Source: an optimization exercise on an open RTL-to-GDS flow (aim: small area, a short achievable clock period and few clock cycles). Production flows keep margins and buffers that such runs may drop.
Only simulation tests tie the RTL to the original design; equivalence was not proved.

==> job 6050 <==
## cpu
module cpu(clk, reset, imem_addr, imem_data, dmem_addr, dmem_we, dmem_wdata, dmem_rdata, done);
  input clk, reset;
  output [11:0] imem_addr;
  input [31:0] imem_data;
  output [15:0] dmem_addr;
  output dmem_we;
  output [31:0] dmem_wdata;
  input [31:0] dmem_rdata;
  output done;
  localparam OP_NOP = 4'b0000, OP_ADD = 4'b0001, OP_SUB = 4'b0010, OP_MUL = 4'b0011,
             OP_ADDI = 4'b0100, OP_SUBI = 4'b0101, OP_MULI = 4'b0110, OP_SHLI = 4'b0111,
             OP_LW = 4'b1000, OP_SW = 4'b1001, OP_J = 4'b1010, OP_BZ = 4'b1011,
             OP_BGTZ = 4'b1100, OP_BLTZ = 4'b1101, OP_BGEZ = 4'b1110, OP_HALT = 4'b1111;
  integer m;
  reg [11:0] pc;
  reg [31:0] ir;
  reg ir_valid;
  reg ir_pred;           
  reg [11:0] ir_alt;     
  reg [4:0] ir_r2;       
  reg [31:1] s1, s2;     
  reg halted;
  wire [3:0] f_op = imem_data[31:28];
  wire f_jump = (f_op == OP_J);
  wire f_br = (f_op == OP_BZ) | (f_op == OP_BGTZ) | (f_op == OP_BLTZ) | (f_op == OP_BGEZ);
  wire f_back = f_br && (imem_data[13:2] <= pc);
  wire [11:0] pc_inc = pc + 12'd1;
  wire f_ra2 = (f_op == OP_SW) | f_br;
  wire [4:0] f_r2 = f_ra2 ? imem_data[27:23] : imem_data[17:13];
  wire [3:0] d_op = ir[31:28];
  wire [4:0] d_ra = ir[27:23], d_rb = ir[22:18];
  wire d_rtype = (d_op == OP_ADD) | (d_op == OP_SUB) | (d_op == OP_MUL);
  wire d_itype = (d_op == OP_ADDI) | (d_op == OP_SUBI) | (d_op == OP_MULI) | (d_op == OP_SHLI) | (d_op == OP_LW);
  wire d_sw = (d_op == OP_SW);
  wire d_br = (d_op == OP_BZ) | (d_op == OP_BGTZ) | (d_op == OP_BLTZ) | (d_op == OP_BGEZ);
  wire d_halt = (d_op == OP_HALT);
  wire d_use1 = d_rtype | d_itype | d_sw;
  wire d_use2 = d_rtype | d_sw | d_br;
  wire d_wr = (d_rtype | d_itype) & (d_ra != 5'd0);
  wire d_sub = (d_op == OP_SUB) | (d_op == OP_SUBI);
  wire d_mul = (d_op == OP_MUL) | (d_op == OP_MULI);
  reg e_valid;           
  reg [4:0] e_dest;
  reg e_mul, e_shl, e_lw, e_sw, e_cin;
  reg [31:0] e_a, e_b;   
  reg [15:0] e_bs1, e_bs2, e_bng;   
  reg [15:0] e_addr;     
  reg w_valid, w_mul;
  reg [4:0] w_dest;
  reg [31:0] w_x, w_y, w_z;   
  reg x_valid;
  reg [4:0] x_dest;
  reg [31:0] x_res;
  reg [31:0] R[31:1];
  wire [31:0] rf_wd = reset ? 32'b0 : x_res;
  always @(posedge clk) begin
    for (m = 1; m <= 31; m = m + 1)
      if (reset || (x_valid && x_dest == m))
        R[m] <= rf_wd;
  end
  wire [31:0] rf1, rf2;
  genvar i, j;
  generate
  ...
clock: 10.0 ns
lec_check: 0
cap_margin: 20
core_margin: 2
core_utilization: 65
cts_buf_list: sky130_fd_sc_hd__clkbuf_8
setup_slack_margin: 5
slew_margin: 20
synth_hierarchical: 1
synth_minimum_keep_size: 0
run.sh (not shown) runs the stock make flow with config.mk's settings and CLKGATE_MAP_FILE= SYNTH_SCRIPT=/design/flow/synth_recipe.tcl, a recipe that flattens the netlist after the stock synthesis.
==> inputs of job 5166, as changes to job 6050 <==
--- a/flow/design.v
+++ b/flow/design.v
@@ -38,31 +38,38 @@
   wire d_use2 = d_rtype | d_sw | d_br;
   wire d_wr = (d_rtype | d_itype) & (d_ra != 5'd0);
   wire d_sub = (d_op == OP_SUB) | (d_op == OP_SUBI);
   wire d_mul = (d_op == OP_MUL) | (d_op == OP_MULI);
   reg e_valid;           
   reg [4:0] e_dest;
   reg e_mul, e_shl, e_lw, e_sw, e_cin;
   reg [31:0] e_a, e_b;   
+  reg [31:0] e_ma;       
+  reg [3:0] e_sh;        
   reg [15:0] e_bs1, e_bs2, e_bng;   
   reg [15:0] e_addr;     
   reg w_valid, w_mul;
   reg [4:0] w_dest;
   reg [31:0] w_x, w_y, w_z;   
   reg x_valid;
   reg [4:0] x_dest;
   reg [31:0] x_res;
   reg [31:0] R[31:1];
+  reg [31:1] zf;
   wire [31:0] rf_wd = reset ? 32'b0 : x_res;
+  wire rf_wz = reset | (x_res == 32'b0);
   always @(posedge clk) begin
     for (m = 1; m <= 31; m = m + 1)
-      if (reset || (x_valid && x_dest == m))
+      if (reset || (x_valid && x_dest == m)) begin
         R[m] <= rf_wd;
+        zf[m] <= rf_wz;
+      end
   end
+  wire rf2_zero = |(s2 & zf) | (ir_r2 == 5'd0);
   wire [31:0] rf1, rf2;
   genvar i, j;
   generate
     for (i = 0; i < 32; i = i + 1) begin : rd
       wire [10:0] t1, t2;
       for (j = 0; j < 10; j = j + 1) begin : grp
         AO222 a1(.a(R[3*j+1][i]), .b(s1[3*j+1]), .c(R[3*j+2][i]), .d(s1[3*j+2]),
                  .e(R[3*j+3][i]), .f(s1[3*j+3]), .y(t1[j]));
@@ -73,44 +80,48 @@
       assign t2[10] = ~(R[31][i] & s2[31]);
       NAND11 n1(.t(t1), .y(rf1[i]));
       NAND11 n2(.t(t2), .y(rf2[i]));
     end
   endgenerate
   wire [32:0] e_sum33 = {e_a, 1'b1} + {e_b, e_cin};
   wire [31:0] e_sum = e_sum33[32:1];
   wire e_sum_zero = (((e_a ^ e_b) ^ {e_a[30:0] | e_b[30:0], e_cin}) == 32'b0);
-  wire [31:0] e_shv = e_a << e_b[3:0];
+  wire [31:0] e_shv = e_a << e_sh;
   wire [31:0] e_px, e_py, e_pz;
-  Mul mul(.a(e_a), .bs1(e_bs1), .bs2(e_bs2), .bng(e_bng), .x(e_px), .y(e_py), .z(e_pz));
+  Mul mul(.a(e_ma), .bs1(e_bs1), .bs2(e_bs2), .bng(e_bng), .x(e_px), .y(e_py), .z(e_pz));
   wire [31:0] e_alu = e_shl ? e_shv : e_sum;
+  wire e_c31;
+  CarryTree #(.N(31)) csign(.a(e_a[30:0]), .b(e_b[30:0]), .cin(e_cin), .co(e_c31));
+  wire e_sign = e_shl ? e_shv[31] : (e_a[31] ^ e_b[31] ^ e_c31);
   wire [31:0] e_fwd = e_lw ? dmem_rdata : e_alu;
   wire [31:0] w_s, w_c;
   genvar q;
   generate
     for (q = 0; q < 32; q = q + 1) begin : csa
       FA f(.x(w_x[q]), .y(w_y[q]), .z(w_z[q]), .s(w_s[q]), .c(w_c[q]));
     end
   endgenerate
   wire [31:0] w_sum = w_s + {w_c[30:0], 1'b0};
   wire m1e = e_valid & (e_dest == d_rb);
   wire m1w = w_valid & (w_dest == d_rb);
   wire m1x = x_valid & (x_dest == d_rb);
   wire m2e = e_valid & (e_dest == ir_r2);
   wire m2w = w_valid & (w_dest == ir_r2);
   wire m2x = x_valid & (x_dest == ir_r2);
-  wire [31:0] v1 = m1e ? e_fwd : m1w ? w_x : m1x ? x_res : rf1;
+  wire [31:0] v1r = m1w ? w_x : m1x ? x_res : rf1;
+  wire [31:0] v1 = m1e ? e_fwd : v1r;
   wire [31:0] v2 = m2e ? e_fwd : m2w ? w_x : m2x ? x_res : rf2;
   wire d_stall = ir_valid & (((e_mul & m1e) | (w_mul & ~m1e & m1w)) & d_use1 |
                              ((e_mul & m2e) | (w_mul & ~m2e & m2w)) & d_use2 |
-                             (e_lw & m2e & d_br));
+                             (e_lw & m2e & d_br) | (m1e & (d_op == OP_LW | d_sw)));
   wire d_go = ir_valid & ~d_stall & ~halted;
   wire e_zero = e_shl ? (e_shv == 32'b0) : e_sum_zero;
-  wire v2_zero = m2e ? e_zero : m2w ? (w_x == 32'b0) : m2x ? (x_res == 32'b0) : (rf2 == 32'b0);
-  wire v2_neg = m2e ? e_alu[31] : m2w ? w_x[31] : m2x ? x_res[31] : rf2[31];
+  wire v2_zero = m2e ? e_zero : m2w ? (w_x == 32'b0) : m2x ? (x_res == 32'b0) : rf2_zero;
+  wire v2_neg = m2e ? e_sign : m2w ? w_x[31] : m2x ? x_res[31] : rf2[31];
   reg cond;
   always @(*) begin
     case (d_op)
       OP_BZ:   cond = v2_zero;
       OP_BGTZ: cond = ~v2_neg & ~v2_zero;
       OP_BLTZ: cond = v2_neg;
       default: cond = ~v2_neg;
     endcase
@@ -142,17 +153,18 @@
     if (!d_stall) begin
       ir <= imem_data;
       ir_r2 <= f_r2;
       ir_alt <= f_back ? pc_inc : imem_data[13:2];
     end
   end
   wire [31:0] d_sext = {{14{ir[17]}}, ir[17:0]};
   wire [31:0] d_b = d_itype ? d_sext : v2;
-  wire [17:0] d_addr = v1[17:0] + ir[17:0];
+  wire [17:0] d_addr;
+  KSAdd #(.N(18)) aadd(.a(v1r[17:0]), .b(ir[17:0]), .s(d_addr));
   wire [15:0] d_bs1, d_bs2, d_bng;
   BoothEnc benc(.b(d_b), .bs1(d_bs1), .bs2(d_bs2), .bng(d_bng));
   always @(posedge clk) begin
     if (reset) begin
       e_valid <= 1'b0;
       e_mul <= 1'b0;
       e_sw <= 1'b0;
     end else begin
@@ -160,16 +172,18 @@
       e_mul <= d_go & d_mul;
       e_sw <= d_go & d_sw;
     end
     e_shl <= (d_op == OP_SHLI);
     e_lw <= (d_op == OP_LW);
     e_cin <= d_sub;
     e_dest <= d_ra;
     e_a <= v1;
+    e_ma <= v1;
+    e_sh <= d_b[3:0];
     e_b <= d_b ^ {32{d_sub}};
     e_bs1 <= d_bs1;
     e_bs2 <= d_bs2;
     e_bng <= d_bng;
     e_addr <= d_addr[17:2];
   end
   assign dmem_addr = e_addr;
   assign dmem_we = e_sw;
@@ -1519,8 +1533,79 @@
   output y;
   assign y = ~((a & b) | (c & d) | (e & f));
 endmodule
 module NAND11(t, y);
   input [10:0] t;
   output y;
   assign y = ~&t;
 endmodule
+module KSAdd(a, b, s);
+  parameter N = 18;
+  parameter L = 5;    
+  input [N-1:0] a, b;
+  output [N-1:0] s;
+  wire [N*(L+1)-1:0] g, p;
+  genvar i, k;
+  generate
+    for (i = 0; i < N; i = i + 1) begin : pg
+      AND2 ga(.a(a[i]), .b(b[i]), .y(g[i]));
+      XOR2 px(.a(a[i]), .b(b[i]), .y(p[i]));
+    end
+    for (k = 0; k < L; k = k + 1) begin : lvl
+      for (i = 0; i < N; i = i + 1) begin : c
+        if (i >= (1 << k)) begin : m
+          AO21 go(.a(p[k*N+i]), .b(g[k*N+i-(1<<k)]), .c(g[k*N+i]), .y(g[(k+1)*N+i]));
+          AND2 pa(.a(p[k*N+i]), .b(p[k*N+i-(1<<k)]), .y(p[(k+1)*N+i]));
+        end else begin : t
+          assign g[(k+1)*N+i] = g[k*N+i];
+          assign p[(k+1)*N+i] = p[k*N+i];
+        end
+      end
+    end
+    assign s[0] = p[0];
+    for (i = 1; i < N; i = i + 1) begin : sm
+      XOR2 sx(.a(p[i]), .b(g[L*N+i-1]), .y(s[i]));
+    end
+  endgenerate
+endmodule
+module AND2(a, b, y);
+  input a, b;
+  output y;
+  assign y = a & b;
+endmodule
+module AO21(a, b, c, y);
+  input a, b, c;
+  output y;
+  assign y = (a & b) | c;
+endmodule
+module CarryTree(a, b, cin, co);
+  parameter N = 31;   
+  parameter L = 5;    
+  input [N-1:0] a, b;
+  input cin;
+  output co;
+  wire [2*(N+1)-1:0] g, t;
+  assign g[0] = cin;
+  assign t[0] = 1'b0;
+  genvar i, k;
+  generate
+    for (i = 0; i < N; i = i + 1) begin : l0
+      AND2 ga(.a(a[i]), .b(b[i]), .y(g[i+1]));
+      OR2 to(.a(a[i]), .b(b[i]), .y(t[i+1]));
+    end
+    for (k = 0; k < L; k = k + 1) begin : lvl
+      for (i = 0; i < ((N + 1) >> (k + 1)); i = i + 1) begin : n
+        localparam LO = (2 * (N + 1) - (2 * (N + 1) >> k)) + 2 * i;
+        localparam HI = LO + 1;
+        localparam O = (2 * (N + 1) - (2 * (N + 1) >> (k + 1))) + i;
+        AO21 go(.a(t[HI]), .b(g[LO]), .c(g[HI]), .y(g[O]));
+        AND2 ta(.a(t[HI]), .b(t[LO]), .y(t[O]));
+      end
+    end
+  endgenerate
+  assign co = g[2*(N+1)-2];
+endmodule
+module OR2(a, b, y);
+  input a, b;
+  output y;
+  assign y = a | b;
+endmodule
==> flow/flow/run.sh (new file) <==
#!/bin/bash
# The standard layout, with two changes after the standard synthesis:
#  - timing repair aims MARGIN ns below the clock period (the SDC is unchanged);
#  - the clkdlybuf4s* delay cells are not used, so the port buffers that
#    buffer_ports inserts are plain buffers instead of delay cells.
set -euo pipefail
MARGIN=${MARGIN:-6.2}
DONT_USE="sky130_fd_sc_hd__probe_p_8 sky130_fd_sc_hd__probec_p_8 sky130_fd_sc_hd__lpflow_bleeder_1 sky130_fd_sc_hd__lpflow_clkbufkapwr_1 sky130_fd_sc_hd__lpflow_clkbufkapwr_16 sky130_fd_sc_hd__lpflow_clkbufkapwr_2 sky130_fd_sc_hd__lpflow_clkbufkapwr_4 sky130_fd_sc_hd__lpflow_clkbufkapwr_8 sky130_fd_sc_hd__lpflow_clkinvkapwr_1 sky130_fd_sc_hd__lpflow_clkinvkapwr_16 sky130_fd_sc_hd__lpflow_clkinvkapwr_2 sky130_fd_sc_hd__lpflow_clkinvkapwr_4 sky130_fd_sc_hd__lpflow_clkinvkapwr_8 sky130_fd_sc_hd__lpflow_decapkapwr_12 sky130_fd_sc_hd__lpflow_decapkapwr_3 sky130_fd_sc_hd__lpflow_decapkapwr_4 sky130_fd_sc_hd__lpflow_decapkapwr_6 sky130_fd_sc_hd__lpflow_decapkapwr_8 sky130_fd_sc_hd__lpflow_inputiso0n_1 sky130_fd_sc_hd__lpflow_inputiso0p_1 sky130_fd_sc_hd__lpflow_inputiso1n_1 sky130_fd_sc_hd__lpflow_inputiso1p_1 sky130_fd_sc_hd__lpflow_inputisolatch_1 sky130_fd_sc_hd__lpflow_isobufsrc_1 sky130_fd_sc_hd__lpflow_isobufsrc_16 sky130_fd_sc_hd__lpflow_isobufsrc_2 sky130_fd_sc_hd__lpflow_isobufsrc_4 sky130_fd_sc_hd__lpflow_isobufsrc_8 sky130_fd_sc_hd__lpflow_isobufsrckapwr_16 sky130_fd_sc_hd__lpflow_lsbuf_lh_hl_isowell_tap_1 sky130_fd_sc_hd__lpflow_lsbuf_lh_hl_isowell_tap_2 sky130_fd_sc_hd__lpflow_lsbuf_lh_hl_isowell_tap_4 sky130_fd_sc_hd__lpflow_lsbuf_lh_isowell_4 sky130_fd_sc_hd__lpflow_lsbuf_lh_isowell_tap_1 sky130_fd_sc_hd__lpflow_lsbuf_lh_isowell_tap_2 sky130_fd_sc_hd__lpflow_lsbuf_lh_isowell_tap_4"
DONT_USE="$DONT_USE sky130_fd_sc_hd__clkdlybuf4s15_1 sky130_fd_sc_hd__clkdlybuf4s15_2 sky130_fd_sc_hd__clkdlybuf4s18_1 sky130_fd_sc_hd__clkdlybuf4s18_2 sky130_fd_sc_hd__clkdlybuf4s25_1 sky130_fd_sc_hd__clkdlybuf4s25_2 sky130_fd_sc_hd__clkdlybuf4s50_1 sky130_fd_sc_hd__clkdlybuf4s50_2"
# standard synthesis, unchanged
bash standard.sh synth > synth.log 2>&1
# floorplan to final layout
bash standard.sh "SETUP_SLACK_MARGIN=$MARGIN" "DONT_USE_CELLS=$DONT_USE" finish > layout.log 2>&1
==> flow/standard.sh (new file) <==
#!/bin/bash
# synth_recipe.tcl (not shown) runs the flow's synth.tcl, then flattens the netlist and writes it again
# the make line also repeats each setting of config.mk as NAME=value (left out here)
make -C /OpenROAD-flow-scripts/flow DESIGN_CONFIG=/design/flow/config.mk WORK_HOME=/design/flow/orfs CLKGATE_MAP_FILE= SYNTH_SCRIPT=/design/flow/synth_recipe.tcl "${@:-finish}"
Settings changed: CTS_BUF_LIST sky130_fd_sc_hd__clkbuf_8 to sky130_fd_sc_hd__clkbuf_16, CTS_CLUSTER_DIAMETER set to 80, CTS_CLUSTER_SIZE set to 28, SETUP_SLACK_MARGIN 5 to not set.
removed: flow/run.sh
==> notes <==
- Job 6050 produced a clean layout. Job 5166 finished clean.
- Non-clock buffer count: job 6050 is lower than job 5166 (168).
- Of job 5166 and job 6050, job 5166 has the higher routed wire length (gap 3.8%, measured against job 6050).
- Between job 5166 and job 6050, the lower clock-buffer cell count is in job 5166 (gap 158).
- Between job 5166 and job 6050, the lower setup slack is in job 6050 (gap 1100 ps).
- In job 6050 the clock skew is higher than in job 5166, by 16 ps.
- Against job 5166, the area after synthesis of job 6050 is lower by about 3.4%.
- First-iteration DRC count: job 6050 is lower than job 5166 (about 2.3%).
- Against job 6050, the cell count of job 5166 is higher by 3.2%.
Testbench counts of job 6050, summed over its fixed seeds: cycles 51,708.
Testbench counts of job 5166, summed over its fixed seeds: cycles 51,781.

-- separate check: timing with driven ports --
In the flow no input, the clock included, has a driving cell. The finished layouts below were timed again as built, in two steps.
Step 1 sets driving cells, clkbuf_16 on the clock port and buf_2 on the other inputs (assumed; they add their load-dependent delay and slew).
Step 2 adds t to the input delays and takes it off the output delays; t is the mean of the earliest and latest rising clock arrival at the registers after step 1. Input paths then give back, and output paths get back, about the clock's delay inside the block.
Slacks: ideal ports / drivers / drivers and shift; pairs: ideal ports / drivers.
run	t, ns	setup slack, ns	clock arrival spread, ns	worst slew at a driven data input, ns
job 6050	0.990	5.016 / 5.016 / 4.684	0.085 / 0.085	0.09
job 5166	0.766	6.115 / 6.115 / 5.530	0.069 / 0.069	0.05
After both steps every run listed still meets setup and hold. For job 5166, which loses most, drivers alone change the setup slack by 0.000 ns; drivers and shift together by -0.585 ns.
